Source: an optimization exercise on an open RTL-to-GDS flow (aim: small area, a short achievable clock period and few clock cycles per item). Production flows keep margins and buffers that such runs may drop.
Only simulation tests tie the RTL to the original design; equivalence was not proved.
No activity file was given, so power comes from the tool's default toggle rates.

## flow/design.v (module list and top-level ports; edited modules follow where they fit)
// module SoftLUT5: 28 lines
// module axi_lut_ctrl: 154 lines
// module comparator: 7 lines
// module layer0: 1810 lines
// module layer1: 1138 lines
// module top: 152 lines
// module llnn_wrapper: 43 lines
module llnn_wrapper (
    input  logic        clk,
    input  logic        rst_n,
    input  logic [15:0] S_AXI_AWADDR,
    input  logic        S_AXI_AWVALID,
    output logic        S_AXI_AWREADY,
    input  logic [31:0] S_AXI_WDATA,
    input  logic [3:0]  S_AXI_WSTRB,
    input  logic        S_AXI_WVALID,
    output logic        S_AXI_WREADY,
    output logic [1:0]  S_AXI_BRESP,
    output logic        S_AXI_BVALID,
    input  logic        S_AXI_BREADY,
    input  logic [15:0] S_AXI_ARADDR,
    input  logic        S_AXI_ARVALID,
    output logic        S_AXI_ARREADY,
    output logic [31:0] S_AXI_RDATA,
    output logic [1:0]  S_AXI_RRESP,
    output logic        S_AXI_RVALID,
    input  logic        S_AXI_RREADY
);
  // ...
==> flow/flow/run.sh <==
#!/bin/bash
# The standard layout (standard.sh: the unchanged standard synthesis, then
# ORFS through finish) with these changes to how the layout is optimised:
#  * the port buffers inserted before global placement are
#    sky130_fd_sc_hd__buf_4 instead of the default pick (a delay buffer,
#    clkdlybuf4s50_1, ~0.5 ns each on every input-to-output path);
#  * repair_timing aims for 12 ns of setup slack on the 20 ns clock (the
#    design's paths are ~8.5 ns long, and routing adds some; with the default margin nothing on them
#    is ever sized for speed);
#  * clock tree synthesis clusters flip-flops up to 60 um across (30 at most
#    per leaf buffer) and inserts no dummy loads, for a smaller clock tree.
# The clock, its period and every constraint are the standard flow's own.
set -euo pipefail
cd "$(dirname "$0")/.."
bash standard.sh "BUFFER_PORTS_ARGS=-buffer_cell sky130_fd_sc_hd__buf_4" \
  "SETUP_SLACK_MARGIN=12" \
  "CTS_ARGS=-sink_clustering_enable -repair_clock_nets -dont_use_dummy_load -sink_clustering_size 30 -sink_clustering_max_diameter 60" \
  finish > flow_make.log 2>&1
==> flow/standard.sh <==
#!/bin/bash
# synth_recipe.tcl (not shown) runs the flow's synth.tcl, then flattens the netlist and writes it again
# the make line also repeats each setting of config.mk as NAME=value (left out here)
make -C /OpenROAD-flow-scripts/flow DESIGN_CONFIG=/design/flow/config.mk WORK_HOME=/design/flow/orfs CLKGATE_MAP_FILE= SYNTH_SCRIPT=/design/flow/synth_recipe.tcl "${@:-finish}"
==> flow/config.mk <==
export PLATFORM = sky130hd
export DESIGN_NAME = llnn_wrapper
export DESIGN_NICKNAME = llnn_wrapper
export VERILOG_FILES = /design/flow/design.v
export SDC_FILE = /design/flow/constraint.sdc
export NUM_CORES = 4
export LEC_CHECK = 0
export CAP_MARGIN = 35
export CORE_MARGIN = 2
export CORE_UTILIZATION = 60
export SLEW_MARGIN = 35
==> flow/constraint.sdc <==
create_clock -name core_clock -period 20.0 [get_ports {clk}]
set_input_delay 4.0000 -clock core_clock [delete_from_list [all_inputs] [get_ports {clk}]]
set_output_delay 4.0000 -clock core_clock [all_outputs]
set_load 0.01 [all_outputs]
==> results.txt, run 1 <==
Synth
By area, the combinational part of the netlist is dominated by multiplexers. The synthesized area per cell is about 12 sq um. Of the total synthesized cell area, the portion taken by XOR and XNOR cells is 0.0262. Synthesis inferred 7257 register bits.

sky130_fd_sc_hd__dfxtp_1 is the most common cell in the netlist. During synthesis, Yosys emitted a total of 10 warnings. Yosys attributes the largest share of cell area to sky130_fd_sc_hd__dfxtp_1 (55%), sky130_fd_sc_hd__mux4_2 (8.2%), sky130_fd_sc_hd__mux2i_1 (7.2%). The fraction of registers with async set/reset is 0.

Place
Routability-driven placement finished with a final weighted congestion of 1.02. At the placement stage, the worst setup path has a slack of 11010 ps.

Clock tree
TritonCTS created 467 clock buffers. The TritonCTS sink count is just over 7000.

Global routing
The initial antenna violation count is 109.

Power and ir drop
The power drawn by the combinational cells is 7.92 mW. Of the total power, combinational logic draws 0.248. The design draws roughly 32 mW. Of all power groups, the one with the highest power is registers.

Critical path
The most critical setup path has its startpoint at S_AXI_AWVALID. The startpoint identified for the worst register-to-register timing path is u_net.u_axi_ctrl.phase_d[0]. Following the worst setup path forward leads to its endpoint at S_AXI_BVALID. The largest individual stage delay along the critical path comes from the cell sky130_fd_sc_hd__a21o_1.

Hold path
The path with the worst hold slack has its endpoint at u_net.L0.slut_68.ring[2][1]. The worst hold path begins at u_net.L0.slut_68.ring[2][0].

Outcome
The flow ran to the end and the layout has no timing, DRC or antenna violations.

Floorplanning
The die area is 415000 sq um. From left edge to right edge, the die measures 644 um.

Finish
The layout has 119 inverters outside the clock class. The number of multi-input combinational cells in the layout is 11690. In the finished design the tool counted flip-flops and latches totalling roughly 7300. The multi-input logic area is 93500 sq um.

Timing
The final total negative setup slack is 0 ps. Setup repair after global routing could not meet its margin everywhere. The number of endpoints failing setup at the final stage is 0.

Flow run
The tool flagged a number of max-cap violations equal to 0.
Testbench counts, summed over its fixed seeds: cycles 5,760, inferences 384.
==> module SoftLUT5, before the edit <==
module SoftLUT5 (
    input logic clk,
    input  logic [4:0] lut_in,
    output logic       lut_out,
    input  logic       cfg_ce,
    input  logic [3:0] cfg_data,
    input  logic [6:0] phase    
);
  logic [7:0] ring [4];
  genvar r;
  generate
    for (r = 0; r < 4; r++) begin : rings
      always_ff @(posedge clk) begin
        ring[r] <= {ring[r][6:0], cfg_ce ? cfg_data[r] : ring[r][7]};
      end
    end
  endgenerate
  logic [7:0] col;
  always_comb begin
    for (int j = 0; j < 8; j++) col[j] = ring[lut_in[1:0]][j];
  end
  wire [2:0] b = lut_in[4:2];
  wire [2:0] pos;
  assign pos[0] = b[0] ^ phase[0];
  assign pos[1] = b[1] ^ phase[1 + b[0]];
  assign pos[2] = b[2] ^ phase[3 + b[1:0]];
  assign lut_out = col[pos];
endmodule
==> run 2, diff against run 1 <==
--- a/flow/design.v
+++ b/flow/design.v
@@ -17,6 +17,2 @@
   endgenerate
-  logic [7:0] col;
-  always_comb begin
-    for (int j = 0; j < 8; j++) col[j] = ring[lut_in[1:0]][j];
-  end
   wire [2:0] b = lut_in[4:2];
@@ -26,3 +22,12 @@
   assign pos[2] = b[2] ^ phase[3 + b[1:0]];
-  assign lut_out = col[pos];
+  function automatic logic mux4(input logic [3:0] d, input logic [1:0] s);
+    mux4 = s[1] ? (s[0] ? d[3] : d[2]) : (s[0] ? d[1] : d[0]);
+  endfunction
+  logic [7:0] col;
+  always_comb begin
+    for (int j = 0; j < 8; j++) col[j] = mux4({ring[3][j], ring[2][j], ring[1][j], ring[0][j]}, lut_in[1:0]);
+  end
+  wire lo = mux4(col[3:0], pos[1:0]);
+  wire hi = mux4(col[7:4], pos[1:0]);
+  assign lut_out = pos[2] ? hi : lo;
 endmodule
--- a/flow/flow/run.sh
+++ b/flow/flow/run.sh
@@ -6,4 +6,4 @@
 #    clkdlybuf4s50_1, ~0.5 ns each on every input-to-output path);
-#  * repair_timing aims for 12 ns of setup slack on the 20 ns clock (the
-#    design's paths are ~8.5 ns long, and routing adds some; with the default margin nothing on them
+#  * repair_timing aims for 11.5 ns of setup slack on the 20 ns clock (the
+#    design's paths are ~8.5 ns long; with the default margin nothing on them
 #    is ever sized for speed);
@@ -15,3 +15,3 @@
 bash standard.sh "BUFFER_PORTS_ARGS=-buffer_cell sky130_fd_sc_hd__buf_4" \
-  "SETUP_SLACK_MARGIN=12" \
+  "SETUP_SLACK_MARGIN=11.5" \
   "CTS_ARGS=-sink_clustering_enable -repair_clock_nets -dont_use_dummy_load -sink_clustering_size 30 -sink_clustering_max_diameter 60" \
==> results.txt, run 2 <==
Synth
The commonest cells after synthesis are sky130_fd_sc_hd__dfxtp_1 (6769), sky130_fd_sc_hd__mux2i_1 (2539), sky130_fd_sc_hd__mux4_2 (1340), sky130_fd_sc_hd__nor2_1 (968), sky130_fd_sc_hd__a21oi_1 (817). The top cell type by total area after synthesis is sky130_fd_sc_hd__dfxtp_1. The count of different cell masters after synthesis is 107. Among all flip-flop cells after synthesis, the most frequent one is sky130_fd_sc_hd__dfxtp_1. For this run, the register share of the synthesized area comes to 0.620. The number of flops mapped to enable cells by yosys is 488.

Ranked by total cell area, the synthesized netlist is headed by sky130_fd_sc_hd__dfxtp_1 (56%), sky130_fd_sc_hd__mux4_2 (12%), sky130_fd_sc_hd__mux2i_1 (10%). By instance count, the leading cell after synthesis is sky130_fd_sc_hd__dfxtp_1. The share of synthesized area in the top cell type comes to 0.560. The total of flip-flops plus latches after synthesis is 7257 (unchanged).

The synthesized area per cell came to 13.9 sq um (+14%). The cell area that synthesis handed to floorplanning was about 240000 sq um. The fraction of registers with async set/reset is 0 (unchanged). The count of yosys warnings during synthesis is 10 (unchanged). The number of cells produced by synthesis is 17395.

Clock tree
The clock latency reported for the late side of the worst-skew pair is 1060 ps. The number of CTS-inserted buffers was 465 (-0.43%). The number of levels in the clock H-tree is 5. TritonCTS built the clock tree. The maximum clock insertion buffer count is 4. Clock-pin slew was measured on the worst setup and hold paths at 80 ps. The TritonCTS sink count is 7257 (unchanged). The cell at the root of the clock tree is sky130_fd_sc_hd__clkbuf_16. In this run, post-CTS hold repair placed 0 buffers.

Place
The count of port buffers added during placement is 105. The worst setup slack before clock tree synthesis is 10760 ps (-245 ps). The post-DP HPWL is 541 mm. The final estimated routing congestion in global placement is 1.04 (+2.2%).

Route
The detailed-route wire length is 766 mm. The initial DRC count is 15340. For this run, design rule violations remaining after detail routing come to 0. The pre-antenna-repair detailed-routing pass consisted of 6 iterations. The post-detailed-route count of antenna-violating nets is 0. After detailed routing, the average wire length per cell comes to 33.2 um.

After detailed routing, the number of vias per cell comes to 6.27. The final route contains 144954 vias.

Global routing
For this run, the total global-route usage over all layers was measured as 0.370. The pin count of the biggest net entering global routing is 93. The first global-routing pass estimated roughly 1100 mm of wire.

The via count of the first global-routing pass is 142789. The initial antenna violation count is 100 (-8.3%). After global routing the overflow that remains totals 0.

Timing
The number of endpoints failing setup at the final stage is 0 (unchanged). Clock skew on the completed layout was measured at 103 ps. At the pin with the least slew margin, the transition time is between 1000 and 1500 ps. The achievable clock frequency is 117 MHz.

The max-slew violation total from the final report is 0. The number of hold violations in the final report is 0. The final total negative setup slack is 0 ps (unchanged).

Setup repair after global routing could not meet its margin everywhere. In this run the tightest slew margin relative to its limit is 0.255. The minimum setup slack in the final design is 11460 ps. The final cycle utilization of the critical path is 0.427.

The minimum period implied by the final worst setup slack is ~8500 ps.

Power and ir drop
The combinational share of power is 0.139 (-0.109). The analysis attributes to cell leakage a power of 98.6 nW. In this run the power spent charging and discharging nets is 7.36 mW.

The switching part of the total power is 0.268. The fraction of power consumed by sequential logic is 0.546. The share of total power dissipated in the clock network is 0.316.

The worst-case IR drop observed on VDD is roughly 0.000087 V. Internal power comes to 20.1 mW. In this run the power density over the cells is 104 nW/um^2.

Critical path
The setup path with the least slack is of type primary input to output port. The worst setup path is launched from a primary input. Of all nets on the critical path, the largest fanout is 2.

The capturing element type of the critical path is an output port. The data required time of the worst path is 16000 ps. Data arrives at the worst endpoint at roughly 4500 ps.

Floorplanning
The initial utilization of the core area, before any placement, comes to 0.602. The die outline width came to 639 um (-0.73%). The I/O pin count is 116. The number of core rows is 233. The die area came to 409000 sq um (-1.5%). The core area is ~400000 sq um.

The floorplan step set the die height to 639 um.

Finish
The layout has 29698 filler cells. The multi-input logic area came to 91000 sq um (-2.7%). In the final layout, flip-flops and latches occupy between 150000 and 200000 sq um. The register with the most flip-flops in the layout has 128 of them. Leaving out fill and tap cells, the most frequent cells in the layout are sky130_fd_sc_hd__dfxtp_1 (6714), sky130_fd_sc_hd__mux2i_1 (2299), sky130_fd_sc_hd__mux4_2 (1340), sky130_fd_sc_hd__nor2_1 (940), sky130_fd_sc_hd__a21oi_1 (816). The fraction of final layout cells sized beyond drive strength 1 is 0.182. Compared with the post-synthesis result, the final layout area differs by 9.70%. The commonest non-fill, non-tap cell in the layout is sky130_fd_sc_hd__dfxtp_1. The final layout contains 17802 nets. The register with the most flip-flops in the final layout is u_net.F_L0_q. At the end of the flow the core is filled with cells to 0.660.

Outcome
The run finished with no timing, DRC or antenna violations.

Flow run
The count of max-cap constraint violations was 0 (unchanged).

Hold path
The class of the worst hold path is flip-flop to flip-flop.
run 2: cell count changes after synthesis, sizes merged, moves of 289 or more:
cell	previous run	this run
nand2	1515	728
a21oi	1306	818
mux2i	1778	2539
mux4	893	1344
o21ai	978	523
nor2	1259	970
run 2: final cells by class:
type | count | area share
Inverter | 65 | 0.000919
Multi-Input combinational cell | 9263 | 0.343
Antenna cell | 102 | 0.000961
Tap cell | 5287 | 0.0249
Clock buffer | 465 | 0.0438
Timing Repair Buffer | 670 | 0.0209
Sequential cell | 7257 | 0.566
run 2: layer usage:
layer / GRT usage / up-vias / share of wire
li1: - / 63808 / -
met1: 0.474 / 73029 / 0.40
met2: 0.558 / 6181 / 0.43
met3: 0.0931 / 1870 / 0.088
met4: 0.250 / 66 / 0.081
met5: 0 / - / 0.00064
run 2: worst paths after layout:
path	start	endpoint	slack, ps	depth (start not counted)
worst max-delay path	S_AXI_WVALID	S_AXI_BVALID	11460	4
worst min-delay path	u_net.L0.slut_27.ring[1][6]	u_net.L0.slut_27.ring[1][7]	270	0
worst max register to register	u_net.u_axi_ctrl.phase_d[0]	u_net.u_axi_ctrl.s_axi_rdata_reg[2]	11810	16
worst min register to register	u_net.L0.slut_27.ring[1][6]	u_net.L0.slut_27.ring[1][7]	270	0
run 2: critical path: stages:
cell and delay [ps]:
sky130_fd_sc_hd__buf_6 90, sky130_fd_sc_hd__and2_4 150, sky130_fd_sc_hd__a21o_1 170, sky130_fd_sc_hd__buf_6 130
run 2: power groups by stage:
| stage | Clock, mW | Sequential (mW) | Combinational [mW] |
|---|---|---|---|
| 5_1_grt | 9.28 | 15.0 | 3.90 |
| 3_3_place_gp | 0 | 15.3 | 3.65 |
| 4_1_cts | 8.75 | 15.0 | 3.70 |
| 6_report | 8.68 | 15.0 | 3.81 |
| 2_1_floorplan | 0 | 15.1 | 2.26 |
| 3_5_place_dp | 0 | 15.3 | 3.69 |
run 2: metrics by stage:
stage	std cells	total power, mW	instance area [sq um]	hold WS (ps)
2_1_floorplan	17398	17.4	242000	324
3_3_place_gp	22490	19.0	252000	326
3_5_place_dp	22536	19.0	253000	330
4_1_cts	23004	27.5	265000	272
5_1_grt	23027	28.2	265000	282
6_report	23109	27.5	266000	272
run 2: cells by family after synthesis:
kind of cell / Yosys count / share of synthesized area
simple gates: 2302 / 0.0417
flops: 7257 / 0.620
xor+xnor: 643 / 0.0248
buf+inv: 878 / 0.0151
fa+ha+maj: 23 / 0.00101
mux: 4143 / 0.242
other cells: 1 / 0.0000155
compound gates: 2148 / 0.0548
run 2: what timing repair did:
action / in CTS / in global routing
hold endpoints to repair: 0 / 0
resized for setup: 5 / 4
buffers inserted: 3 / 0
pin swaps: 2 / 1
setup endpoints to repair: 1 / 2
Testbench counts of run 2, summed over its fixed seeds: cycles 5,760, inferences 384.
==> run 3, diff against run 2 <==
--- a/flow/config.mk
+++ b/flow/config.mk
@@ -9,3 +9,3 @@
 export CORE_MARGIN = 2
-export CORE_UTILIZATION = 60
+export CORE_UTILIZATION = 65
 export SLEW_MARGIN = 35
==> results.txt, run 3 <==
Timing
The number of endpoints failing setup at the final stage is 0 (unchanged). The achievable clock frequency was 116 MHz (-1.3%). The final total negative setup slack is 0 ps (unchanged). The number of hold violations in the final report was 0 (unchanged). The largest clock skew in the final design came to 130 ps (+27.3 ps). Setup repair after global routing could not meet its margin everywhere. The minimum period implied by the final worst setup slack is 8650 ps (+110 ps). The actual slew at the worst max-slew pin is 1130 ps (+12.8 ps). The relative slew slack came to 0.248 (-0.00695).

The final cycle utilization of the critical path was 0.432 (+0.00549). The max-slew violation total from the final report is 0 (unchanged).

Flow run
The count of max-cap constraint violations was 0 (unchanged).

Critical path
The largest individual stage delay along the critical path comes from the cell sky130_fd_sc_hd__a21o_1. The endpoint of the most critical register-to-register path is u_net.u_axi_ctrl.s_axi_rdata_reg[2]. The origin of the critical flop-to-flop path is u_net.u_axi_ctrl.phase_d[0]. The worst setup path is launched from a primary input.

The type of the worst setup path is primary input to output port. The data required time of the worst path was 16000 ps (about the same). The top cell family by delay on the critical path is buffers and inverters. Walking the worst path, the cells encountered are buf_6 > and2_4 > buf_6 > a21o_1 > buf_6. The most frequent cell on the critical path is sky130_fd_sc_hd__buf_6.

The cell count of the worst reg-to-reg path is 17 (+1). The critical path buffer and inverter count was 3 (+1). The signal arrival time at the worst endpoint came to 4650 ps (+110 ps). The delay of the slowest cell on the worst path is 180 ps (about the same). The flop-to-flop setup slack came to 12590 ps (+780 ps). The worst setup path is captured at an output port. The maximum fanout encountered on the critical timing path is 2 (unchanged).

Floorplanning
The die area is 377000 sq um (-7.6%). The die outline width came to 614 um (-3.9%). The core area is 371000 sq um (-7.7%). The y dimension of the die is 614 um (-3.9%). The I/O pin count was 116 (unchanged).

The starting density of the core is 0.652 (+0.0502). The number of core rows was 224 (-3.9%).

Place
The final estimated routing congestion in global placement came to 1.04 (+0.67%). The count of port buffers added during placement is 105 (unchanged). The post-DP HPWL is 529 mm (-2.3%).

Hold path
The capture endpoint of the worst hold path is u_net.L0.slut_116.ring[0][3]. The class of the worst hold path is flip-flop to flip-flop. In this run the most critical hold path is launched from u_net.L0.slut_116.ring[0][2]. The depth of the worst hold-timing path is 0 (unchanged).

Finish
The top cell types in the final layout, fill and taps aside, are sky130_fd_sc_hd__dfxtp_1 (6719), sky130_fd_sc_hd__mux2i_1 (2310), sky130_fd_sc_hd__mux4_2 (1340), sky130_fd_sc_hd__nor2_1 (945), sky130_fd_sc_hd__a21oi_1 (815). The fraction of final layout cells sized beyond drive strength 1 is 0.180 (-0.00218). The number of flip-flops in the largest register is 128 (unchanged). The library cell used most frequently in the layout, excluding fill and tap cells, is sky130_fd_sc_hd__dfxtp_1.

The number of fillers in the final layout came to 25523 (-14%). The multi-input logic area is 90600 sq um (-0.40%). The flip-flop and latch area is 150000 sq um (about the same).

Relative to the synthesized area, the layout overhead comes to 9.17%. More flip-flops sit in one register than any other, and that register is u_net.F_L0_q. The final core utilization came to 0.712 (+0.0516). The final layout net count was 17789 (-0.073%).

Synth
The summed instance area of the synthesized netlist came to 242000 sq um (unchanged). The number of flops mapped to enable cells by yosys was 488 (unchanged). The number of cells produced by synthesis was 17395 (unchanged). By count the netlist is led by sky130_fd_sc_hd__dfxtp_1 (6769), sky130_fd_sc_hd__mux2i_1 (2539), sky130_fd_sc_hd__mux4_2 (1340), sky130_fd_sc_hd__nor2_1 (968), sky130_fd_sc_hd__a21oi_1 (817). In the post-synthesis netlist, the biggest area contributors are sky130_fd_sc_hd__dfxtp_1 (56%), sky130_fd_sc_hd__mux4_2 (12%), sky130_fd_sc_hd__mux2i_1 (10%). In the post-synthesis netlist, the cell with the most instances is sky130_fd_sc_hd__dfxtp_1.

The sequential element share of the synthesized area is 0.620 (unchanged). The proportion of netlist area held by the largest area contributor is 0.560 (unchanged). The count of yosys warnings during synthesis is 10 (unchanged). The top cell type by total area after synthesis is sky130_fd_sc_hd__dfxtp_1.

The count of different cell masters after synthesis is 107 (unchanged). The most common flop cell mapped by yosys is sky130_fd_sc_hd__dfxtp_1. The total of flip-flops plus latches after synthesis was 7257 (unchanged). The fraction of registers with async set/reset came to 0 (unchanged). The synthesized area per cell was 13.9 sq um (unchanged).

Global routing
The total track usage is 0.392 (+0.0217). The total overflow reported by the global router is 0 (unchanged). The initial antenna violation count is 94 (-6.0%). The first-pass GRT wire length is 1050 mm (-1.3%). The via count of the first global-routing pass came to 143248 (+0.32%).

The pin count of the biggest net entering global routing was 92 (-1.1%).

Route
The detailed-route wire length is 752 mm (-1.9%). The average wire per cell in the routed design is 33.0 um (-0.46%). The initial DRC count is 16754 (+9.2%). The total vias in the final route is 146367 (+0.97%). The number of detailed-route iterations in the first pass is 6 (unchanged).

The remaining design rule violation count is 0 (unchanged). The mean number of vias per cell is 6.43 (+2.5%). The post-detailed-route count of antenna-violating nets is 0 (unchanged).

Clock tree
The maximum clock insertion buffer count is 4 (unchanged). The number of CTS-inserted buffers is 447 (-3.9%). The clock latency reported for the late side of the worst-skew pair is 1080 ps (+20 ps).

The TritonCTS sink count came to 7257 (unchanged). The cell at the root of the clock tree is sky130_fd_sc_hd__clkbuf_16. The clock transition at the register clock pins on the worst setup and hold paths after CTS came to 110 ps (+30 ps). The total of hold buffers inserted after clock tree synthesis is 0 (unchanged). The number of levels in the clock H-tree is 5 (unchanged). TritonCTS built the clock tree.

Power and ir drop
The leakage power total is 98.3 nW (-0.33%). The cell area power density is 103 nW/um^2 (-0.49%). The worst voltage drop across the vdd grid is 0.000102 V (+16%).

Outcome
The run finished with no timing, DRC or antenna violations.
run 3: cell counts after synthesis:
Identical to the previous run, type by type.
run 3: area by class of cell:
cell class | count | share of cell area
sequential | 7257 | 0.569
multi-input combinational | 9263 | 0.343
clock buffer | 447 | 0.0423
tap | 4972 | 0.0235
timing repair buffer | 675 | 0.0209
inverter | 65 | 0.000923
antenna | 93 | 0.000881
run 3: kinds of logic (layout without fill, tap and decap cells):
| group | after synthesis | in the layout | synth area share |
|---|---|---|---|
| compound gates | 2148 | 2148 | 0.0548 |
| xor+xnor | 643 | 643 | 0.0248 |
| fa+ha+maj | 23 | 23 | 0.00101 |
| buf+inv | 878 | 1187 | 0.0151 |
| flops | 7257 | 7257 | 0.620 |
| mux | 4143 | 4143 | 0.242 |
| other cells | 1 | 97 | 0.0000155 |
| simple gates | 2302 | 2302 | 0.0417 |
run 3: how the worst max path moves through the flow:
stage / to / startpoint / depth (start not counted) / slack, ps
after floorplan: S_AXI_BVALID / S_AXI_AWVALID / 3 / 11520
after global placement: u_net.F_L0_q[9] / S_AXI_AWADDR[5] / 11 / 10990
after detailed placement: u_net.F_L0_q[93] / S_AXI_AWADDR[4] / 13 / 11160
after CTS: S_AXI_BVALID / S_AXI_WVALID / 5 / 11350
after global routing: S_AXI_BVALID / S_AXI_WVALID / 5 / 11340
final: S_AXI_BVALID / S_AXI_WVALID / 5 / 11350
run 3: layer usage:
metal / global-route usage / up-vias / routed length [um]
met5: 0 / - / 355
met4: 0.285 / 48 / 67100
met3: 0.101 / 2034 / 72400
met2: 0.583 / 7247 / 324000
met1: 0.500 / 73243 / 288000
li1: - / 63795 / -
run 3: power by group:
| group | leakage (nW) | internal (mW) | total [mW] | switching (mW) |
|---|---|---|---|---|
| combinational | 33.6 | 1.28 | 3.76 | 2.48 |
| sequential | 59.2 | 14.8 | 15.0 | 0.229 |
| clock | 5.51 | 3.94 | 8.48 | 4.54 |
| total | 98.3 | 20.0 | 27.2 | 7.26 |
run 3: timing repair:
item                       CTS  global route
cloned                       0             0
pin swaps                    2             1
resized for setup            5             0
setup endpoints to repair    1             1
buffers inserted             3             0
run 3: through the flow:
step	total power, mW	area, sq um	instances	worst slack (ps)	hold WS, ps
after floorplan	17.4	242000	17398	11520	324
after global placement	18.9	252000	22191	10990	325
after detailed placement	19.0	253000	22224	11160	329
after CTS	27.1	264000	22674	11350	271
after global routing	27.9	264000	22701	11340	281
final	27.2	264000	22772	11350	284

port drivers added, routing unchanged:
No port has a modelled driver above. Below, the same layouts with a new extraction and two added sets of constraints.
Step 1: set_driving_cell puts a clkbuf_16 on clk and a buf_2 on each other input, an assumption about the parent block.
Step 2 also shifts input and output timing later by t, the mid clock arrival at the registers, as if the neighbouring blocks saw the same clock.
a / b / c = ideal ports / drivers / drivers and shift; a / b = the first two.
run	t (ns)	setup WS [ns]	cell pins on the clock port's net
run 1	1.158	11.470 / 11.430 / 10.905	1
run 2	1.159	11.463 / 11.431 / 10.825	1
run 3	1.137	11.353 / 11.321 / 10.821	1
After both steps setup and hold are still met in every run listed. The setup slack of run 2, which loses most, moves by -0.032 ns with the drivers and by -0.638 ns with both steps.
